What follows belongs to an exercise in optimizing a design on an open flow for small area, a short achievable clock period and few clock cycles per item; a production flow would make more cautious choices.
Only the layout flow was run in this run; the RTL was not checked for function there.

### design/flow/config.mk
export PLATFORM = sky130hd
export DESIGN_NAME = bitcoin_hash
export DESIGN_NICKNAME = bitcoin_hash
export VERILOG_FILES = /design/flow/design.v
export SDC_FILE = /design/flow/constraint.sdc
export NUM_CORES = 4
export LEC_CHECK = 0
export ABC_AREA = 1
export CAP_MARGIN = 20
export CORE_MARGIN = 2
export CORE_UTILIZATION = 40
export SETUP_SLACK_MARGIN = 5
export SLEW_MARGIN = 20
export TNS_END_PERCENT = 10
### design/flow/constraint.sdc
create_clock -name core_clock -period 9.0 [get_ports {clk}]
set_input_delay 1.8000 -clock core_clock [delete_from_list [all_inputs] [get_ports {clk}]]
set_output_delay 1.8000 -clock core_clock [all_outputs]
set_load 0.01 [all_outputs]
### design/flow/design.v
module bitcoin_hash(input logic clk, reset_n, start,
	input logic [15:0] message_addr, output_addr,
	output logic done, mem_we,
	output logic [15:0] mem_addr,
	output logic [31:0] mem_write_data,
	input logic [31:0] mem_read_data);
	function automatic logic [31:0] k(input logic [5:0] i);
		case (i)
			6'd0: k = 32'h428a2f98;
			6'd1: k = 32'h71374491;
			6'd2: k = 32'hb5c0fbcf;
			6'd3: k = 32'he9b5dba5;
			6'd4: k = 32'h3956c25b;
			6'd5: k = 32'h59f111f1;
			6'd6: k = 32'h923f82a4;
			6'd7: k = 32'hab1c5ed5;
			6'd8: k = 32'hd807aa98;
			6'd9: k = 32'h12835b01;
			6'd10: k = 32'h243185be;
			6'd11: k = 32'h550c7dc3;
			6'd12: k = 32'h72be5d74;
			6'd13: k = 32'h80deb1fe;
			6'd14: k = 32'h9bdc06a7;
			6'd15: k = 32'hc19bf174;
			6'd16: k = 32'he49b69c1;
			6'd17: k = 32'hefbe4786;
			6'd18: k = 32'h0fc19dc6;
			6'd19: k = 32'h240ca1cc;
			6'd20: k = 32'h2de92c6f;
			6'd21: k = 32'h4a7484aa;
			6'd22: k = 32'h5cb0a9dc;
			6'd23: k = 32'h76f988da;
			6'd24: k = 32'h983e5152;
			6'd25: k = 32'ha831c66d;
			6'd26: k = 32'hb00327c8;
			6'd27: k = 32'hbf597fc7;
			6'd28: k = 32'hc6e00bf3;
			6'd29: k = 32'hd5a79147;
			6'd30: k = 32'h06ca6351;
			6'd31: k = 32'h14292967;
			6'd32: k = 32'h27b70a85;
			6'd33: k = 32'h2e1b2138;
			6'd34: k = 32'h4d2c6dfc;
			6'd35: k = 32'h53380d13;
			6'd36: k = 32'h650a7354;
			6'd37: k = 32'h766a0abb;
			6'd38: k = 32'h81c2c92e;
			6'd39: k = 32'h92722c85;
			6'd40: k = 32'ha2bfe8a1;
			6'd41: k = 32'ha81a664b;
			6'd42: k = 32'hc24b8b70;
			6'd43: k = 32'hc76c51a3;
			6'd44: k = 32'hd192e819;
			6'd45: k = 32'hd6990624;
			6'd46: k = 32'hf40e3585;
			6'd47: k = 32'h106aa070;
			6'd48: k = 32'h19a4c116;
			6'd49: k = 32'h1e376c08;
			6'd50: k = 32'h2748774c;
			6'd51: k = 32'h34b0bcb5;
			6'd52: k = 32'h391c0cb3;
			6'd53: k = 32'h4ed8aa4a;
			6'd54: k = 32'h5b9cca4f;
			6'd55: k = 32'h682e6ff3;
			6'd56: k = 32'h748f82ee;
			6'd57: k = 32'h78a5636f;
			6'd58: k = 32'h84c87814;
			6'd59: k = 32'h8cc70208;
			6'd60: k = 32'h90befffa;
			6'd61: k = 32'ha4506ceb;
			6'd62: k = 32'hbef9a3f7;
			default: k = 32'hc67178f2;
		endcase
	endfunction
	function automatic logic [31:0] iv(input logic [2:0] i);
		case (i)
			3'd0: iv = 32'h6a09e667;
			3'd1: iv = 32'hbb67ae85;
			3'd2: iv = 32'h3c6ef372;
			3'd3: iv = 32'ha54ff53a;
			3'd4: iv = 32'h510e527f;
			3'd5: iv = 32'h9b05688c;
			3'd6: iv = 32'h1f83d9ab;
			default: iv = 32'h5be0cd19;
		endcase
	endfunction
	function automatic logic [63:0] csa(input logic [31:0] x, y, z);
		csa = {x ^ y ^ z, ((x & y) | (x & z) | (y & z)) << 1};
	endfunction
	function automatic logic [31:0] ror(input logic [31:0] x, input int r);
		ror = (x >> r) | (x << (32 - r));
	endfunction
	logic [31:0] A, B, C, E, F, G, T, P, Q;
	logic [31:0] w [16];
	logic [31:0] mid [8];
	logic [7:0] u;
	logic [5:0] kj;
	logic [4:0] n;
	logic b1, run;
	logic run_n, b1_n;
	logic [7:0] u_n;
	always_comb begin
		run_n = run;
		b1_n = b1;
		u_n = u + 8'd1;
		if (!run) begin
			if (start) begin
				run_n = 1;
				b1_n = 1;
				u_n = 8'd64;
			end
		end else if (b1) begin
			if (u == 8'd139) begin
				b1_n = 0;
				u_n = 8'd0;
			end
		end else begin
			if (u == 8'd130) u_n = 8'd0;
			if (u == 8'd0 && n == 5'd15) run_n = 0;
		end
	end
	logic st_mid, st_iv, ka_mid, ka_iv, fold_mid, fold_iv, kj_clr;
	logic park, mid_rot, mid_ld, mid_first;
	logic w_mem, w_form, w_ff, w_ac, w_g, w_nonce, w_pad, w_640, w_256;
	always_ff @(posedge clk, negedge reset_n) begin
		if (!reset_n) begin
			st_mid <= 0; st_iv <= 0; ka_mid <= 0; ka_iv <= 0;
			fold_mid <= 0; fold_iv <= 0; kj_clr <= 0;
			park <= 0; mid_rot <= 0; mid_ld <= 0; mid_first <= 0;
			w_mem <= 0; w_form <= 0; w_ff <= 0; w_ac <= 0; w_g <= 0;
			w_nonce <= 0; w_pad <= 0; w_640 <= 0; w_256 <= 0;
		end else begin
			st_mid <= run_n && !b1_n && u_n == 8'd0;
			st_iv <= run_n && u_n == 8'd66;
			ka_mid <= run_n && !b1_n && u_n == 8'd1;
			ka_iv <= run_n && u_n == 8'd67;
			kj_clr <= u_n == 8'd65 || (b1_n ? u_n == 8'd139 : u_n == 8'd130);
			fold_mid <= run_n && !b1_n && u_n == 8'd63;
			fold_iv <= run_n && u_n == 8'd129;
			park <= run_n && (b1_n ? u_n == 8'd131 : u_n == 8'd65);
			mid_rot <= run_n && !b1_n && u_n >= 8'd65 && u_n <= 8'd72;
			mid_ld <= run_n && b1_n && u_n >= 8'd131 && u_n <= 8'd138;
			mid_first <= run_n && b1_n && u_n == 8'd131;
			w_form <= run_n && ((u_n >= 8'd81 && u_n <= 8'd128) || (!b1_n && u_n >= 8'd15 && u_n <= 8'd62));
			w_mem <= run_n && (b1_n ? ((u_n >= 8'd65 && u_n <= 8'd80) || u_n == 8'd139)
			                        : (u_n == 8'd130 || u_n == 8'd0 || u_n == 8'd1));
			w_g <= run_n && (b1_n ? u_n == 8'd130 : u_n == 8'd64);
			w_ac <= run_n && !b1_n && u_n == 8'd65;
			w_ff <= run_n && !b1_n && u_n >= 8'd66 && u_n <= 8'd72;
			w_nonce <= run_n && !b1_n && u_n == 8'd2;
			w_pad <= run_n && !b1_n && (u_n == 8'd3 || u_n == 8'd73);
			w_640 <= run_n && !b1_n && u_n == 8'd14;
			w_256 <= run_n && !b1_n && u_n == 8'd80;
		end
	end
	logic [31:0] s0, s1, ch, maj, fold, a_comp, e_comp, t_comp;
	logic [31:0] e1s, e1c, t1s, t1c, as, ac;
	always_comb begin
		s1 = ror(E, 6) ^ ror(E, 11) ^ ror(E, 25);
		ch = (E & F) ^ (~E & G);
		s0 = ror(A, 2) ^ ror(A, 13) ^ ror(A, 22);
		maj = (A & B) ^ (A & C) ^ (B & C);
		fold = fold_mid ? mid[0] : fold_iv ? iv(3'd0) : 32'd0;
		{e1s, e1c} = csa(Q, ch, s1);
		e_comp = e1s + e1c;
		{t1s, t1c} = csa(P, ch, s1);
		t_comp = t1s + t1c;
		{as, ac} = csa(T, maj, s0);
		a_comp = as + ac;
	end
	logic [31:0] ff;
	always_comb ff = (b1 ? iv(3'(u - 8'd131)) : mid[0]) + w[8];
	logic [31:0] wf, wnew, y1s, y1c, y2s, y2c;
	always_comb begin
		{y1s, y1c} = csa(ror(w[14], 17) ^ ror(w[14], 19) ^ (w[14] >> 10), w[9],
		                 ror(w[1], 7) ^ ror(w[1], 18) ^ (w[1] >> 3));
		{y2s, y2c} = csa(y1s, y1c, w[0]);
		wf = y2s + y2c;
		wnew = ({32{w_form}} & wf) | ({32{w_mem}} & mem_read_data) | ({32{w_ff}} & ff)
		     | ({32{w_ac}} & a_comp) | ({32{w_g}} & G)
		     | ({32{w_nonce}} & {27'd0, n}) | (w_pad ? 32'h80000000 : 32'd0)
		     | (w_640 ? 32'd640 : 32'd0) | (w_256 ? 32'd256 : 32'd0);
	end
	logic [31:0] p_h, q_d, kk, p1s, p1c, ps, pc, q1s, q1c, qs, qc;
	always_comb begin
		p_h = st_mid ? mid[7] : st_iv ? iv(3'd7) : G;
		q_d = st_mid ? mid[3] : st_iv ? iv(3'd3) : B;
		kk = k(kj);
		{p1s, p1c} = csa(p_h, kk, w[15]);
		{ps, pc} = csa(p1s, p1c, fold);
		{q1s, q1c} = csa(p1s, p1c, q_d);
	end
	assign mem_write_data = A;
	always_ff @(posedge clk) begin
		T <= t_comp;
		P <= ps + pc;
		Q <= q1s + q1c;
		E <= st_mid ? mid[4] : st_iv ? iv(3'd4) : e_comp;
		F <= st_mid ? mid[5] : st_iv ? iv(3'd5) : E;
		G <= st_mid ? mid[6] : st_iv ? iv(3'd6) : F;
		A <= ka_mid ? mid[0] : ka_iv ? iv(3'd0) : a_comp;
		B <= st_mid ? mid[2] : st_iv ? iv(3'd2) : ka_mid ? mid[1] : ka_iv ? iv(3'd1) : A;
		C <= B;
		for (int i = 0; i < 15; i++) w[i] <= w[i+1];
		w[15] <= wnew;
		if (park) begin
			w[8] <= A; w[9] <= B; w[10] <= C;
			w[11] <= E; w[12] <= F; w[13] <= G;
		end
		if (mid_rot || mid_ld) begin
			for (int i = 0; i < 7; i++) mid[i] <= mid[i+1];
			mid[7] <= mid_ld ? (mid_first ? a_comp : ff) : mid[0];
		end
		if (kj_clr) kj <= 6'd0;
		else kj <= kj + 6'd1;
	end
	always_ff @(posedge clk, negedge reset_n) begin
		if (!reset_n) begin
			run <= 0;
			b1 <= 0;
			u <= 0;
			n <= 0;
			done <= 1;
			mem_we <= 0;
			mem_addr <= 0;
		end else begin
			run <= run_n;
			b1 <= b1_n;
			u <= u_n;
			mem_we <= 0;
			mem_addr <= mem_addr + 16'd1;
			if (!run) begin
				done <= !start;
				if (start) begin
					n <= 5'd31;
					mem_addr <= message_addr;
				end
			end else if (b1) begin
				if (u == 8'd137) mem_addr <= message_addr + 16'd16;
			end else begin
				if (u == 8'd128) mem_addr <= message_addr + 16'd16;
				if (u == 8'd0 && n != 5'd31) begin
					mem_we <= 1;
					mem_addr <= output_addr + {12'd0, n[3:0]};
				end
				if (u == 8'd1) n <= n + 5'd1;
			end
		end
	end
endmodule
### design/flow/run.sh
#!/bin/bash
# synth_recipe.tcl (not shown) runs the flow's synth.tcl, then flattens the netlist and writes it again
# the make line also repeats each setting of config.mk as NAME=value (left out here)
make -C /OpenROAD-flow-scripts/flow DESIGN_CONFIG=/design/flow/config.mk WORK_HOME=/design/flow/orfs CLKGATE_MAP_FILE= SYNTH_SCRIPT=/design/flow/synth_recipe.tcl finish
==> flow_summary.json <==
{
  "ioPinCount": 117,
  "place_ws_ns": 3.46,
  "worst-path-buf-inv": 2,
  "synth-main-ff-cell": "dfxtp_1",
  "seq_area_frac_synth": 0.421,
  "finalMaxSlewViolations": 0,
  "drc": 0,
  "setup_viol": 0,
  "via_count": 53300,
  "final_cells": 9613,
  "netlist_area_sq_mm": 0.0613,
  "first_pass_iters": 6,
  "syn_nets": 7930,
  "arrival_ns": 4.67,
  "fin_worst_skew_ns": 0.0567,
  "critPathMaxFanout": 6,
  "area_growth_pct": 15.7,
  "worstHoldStart": "w[2][16]",
  "hold_buffers": 0,
  "startpoint_type": "flip-flop",
  "mostFrequentLayoutCells": "nand2_1 (1,360), inv_1 (1,087), dfxtp_1 (762)",
  "ant_nets": 0,
  "start_util": 0.403,
  "grt_pass1_vias": 51000,
  "period_share": 0.455,
  "run_status": "no timing/DRC/antenna violations",
  "min_period_ns": 4.09,
  "grt_max_degree": 175,
  "ys_ff_latch": 1147,
  "clock_sinks": 1147,
  "fmax_ghz": 0.244,
  "worstReg2RegStart": "E[5]",
  "yosys.cell_types.count": 64,
  "layout_commonest_cell": "nand2_1",
  "worst_slack_ns": 4.91,
  "drive_above_1_share": 0.0995,
  "wl_per_cell_um": 29.7,
  "nNetsFinal": 8031,
  "ys_async_sr_fraction": 0.0462,
  "clock-root-buffer": "clkbuf_16",
  "crit_start": "E[5]",
  "die_w_um": 396,
  "cap_violations": 0,
  "ys_warn_count": 3,
  "dr.first_iter.drc_count": 6106,
  "grt_pass1_wl_um": 391000,
  "htree_levels": 3,
  "timing.slew.headroom": 0.180,
  "min_path_type": "flip-flop to flip-flop",
  "synth_xor_area_frac": 0.0556,
  "synth.avg_cell_area_sq_um": 8.33,
  "routed_via_density": 5.55,
  "grt_usage": 0.356,
  "dp_hpwl_um": 230000,
  "synth.area.mux_share": 0.00937,
  "port_buffers": 116,
  "wirelength_um": 286000,
  "clock_latency_ns": 0.79,
  "critPathTopFamily": "compound AO/OA/AOI/OAI gates",
  "endpoint_kind": "flip-flop",
  "cts.clk_slew.worst_paths_ns": 0.07,
  "synth_compound_gate_area_share": 0.118,
  "tightest_slew_ns": 1.22,
  "cpMaxStageDelayCell": "dfxtp_1",
  "rows": 143,
  "place_congestion": 1.03,
  "max_stage_delay_ns": 0.70,
  "die_h_um": 396,
  "grt-ovfl-total": 0,
  "synthCells": 7365,
  "crit_top_cell": "inv_1",
  "dieArea_sq_mm": 0.156,
  "synth_fa_ha_area_frac": 0.137,
  "grt_antenna_before_repair": 13,
  "dp_cells": 9324,
  "cts_tree": "done",
  "synth_top_family_by_area": "simple AND/OR/NAND/NOR gates",
  "cts_made_buffers": 121,
  "path_cells": "o21ai_0 -> fa_1 -> inv_1 -> ha_1 -> a21oi_1 -> inv_1 -> a31oi_1 -> o21ai_2 -> nand3_1 -> nand2_1 -> xor2_1",
  "yosys.area_share.simple": 0.175,
  "cts.path.max_buffers": 3,
  "synth_edf_count": 256,
  "crit_type": "flip-flop to flip-flop",
  "rsz0062_at_grt": "true",
  "coreArea_sq_mm": 0.152,
  "final.setup.tns_ns": 0,
  "crit_required_ns": 9.58,
  "final_hold_viol_count": 0
}
[layout make-up]
| class | instances | area (sq um) |
|---|---|---|
| Fill cell | 15000 | 81100 |
| Multi-Input combinational cell | 4861 | 31800 |
| Sequential cell | 1147 | 26000 |
| Inverter | 1117 | 4230 |
| Clock buffer | 169 | 3460 |
| Tap cell | 2030 | 2540 |
| Timing Repair Buffer | 217 | 2190 |
| Clock inverter | 63 | 792 |
| Antenna cell | 8 | 20.0 |
| Timing Repair inverter | 1 | 11.3 |
[per-stage QoR]
| stage | area [sq um] | hold WS [ns] | util |
|---|---|---|---|
| detailed placement | 64500 | 0.312 | 0.424 |
| global placement | 64500 | 0.310 | 0.424 |
| global route | 70900 | 0.326 | 0.466 |
| floorplan | 61300 | 0.310 | - |
| finish | 71000 | 0.320 | 0.467 |
| CTS | 69800 | 0.326 | 0.459 |
[worst paths after layout]
path	endpoint	slack (ns)	depth (start not counted)
min in group asynchronous	w_ac	1.19	2
setup reg to reg	T[30]	4.91	11
max in group asynchronous	st_mid	7.23	2
hold reg to reg	w[1][16]	0.32	0
hold / removal	w[1][16]	0.32	0
setup / recovery	T[30]	4.91	11
[logic make-up after synthesis]
group           count (synthesis)
compound gates               1310
xor+xnor                      389
fa+ha+maj                     528
buf+inv                      1358
flops                        1147
mux                            51
simple gates                 2582
[worst reg2reg max path, stage by stage, from the launching register on]
cell and delay, ns:
dfxtp_1 0.70, o21ai_0 0.46, fa_1 0.62, inv_1 0.09, ha_1 0.39, a21oi_1 0.29
inv_1 0.07, a31oi_1 0.46, o21ai_2 0.20, nand3_1 0.12, nand2_1 0.06, xor2_1 0.47
[routing by layer]
layer | GRT usage | wire (um)
met2 | 0.559 | 128000
met5 | 0 | 18
met4 | 0.201 | 19300
met3 | 0.0656 | 23500
met1 | 0.460 | 115000
[synth_stat cells (50+ instances only)]
library cell  instances  share of area
a21oi_1             517          0.042
clkbuf_1            193          0.012
dfrtp_1              52          0.021
dfxtp_1             838           0.27
edfxtp_1            256           0.13
fa_1                253          0.083
ha_1                245          0.050
inv_1              1097          0.067
mux2_2               51         0.0094
nand2_1            1394          0.085
nand3_1             353          0.029
nand4_1              94         0.0096
nor2_1              609          0.037
nor3_1               60         0.0049
o21ai_0             480          0.039
o22ai_1              50         0.0051
xnor2_1             168          0.024
xor2_1              221          0.032
[sequential cells by signal, summed over array words and instances (netlist names), 5 cells and up]
register,count
A,32
B,32
C,32
E,32
F,32
G,32
P,32
Q,32
T,32
kj,6
kk,32
mem_addr,16
mid,256
n,5
u,8
w,512
[what timing repair did]
action	4_1_cts	5_1_grt
gates resized for setup	227	270
cloned	3	3
setup buffers	28	15
pin swaps	19	27
endpoints found under the setup margin	167	129

-- static timing again, ports no longer ideal --
The flow's constraints put no driver on any port. The routed layout listed below was extracted and timed again, unchanged, in two steps. Step 1 assumes that a clkbuf_16 drives the clock port and a buf_2 every other input. Step 2 also shifts input and output timing later by t, the mid clock arrival at the registers, as if the neighbouring blocks saw the same clock. Three values: ideal, step 1, step 2; two values: the first two.
t, ns: 0.839
setup WS [ns]: 4.908 / 4.908 / 4.710
worst setup path after step 2: input to register
latest minus earliest clock arrival (ns): 0.057 / 0.057
worst slew at a driven data input, ns: 0.13
After both steps this run still meets setup and hold. The setup slack of this run moves by 0.000 ns with the drivers and by -0.198 ns with both steps.
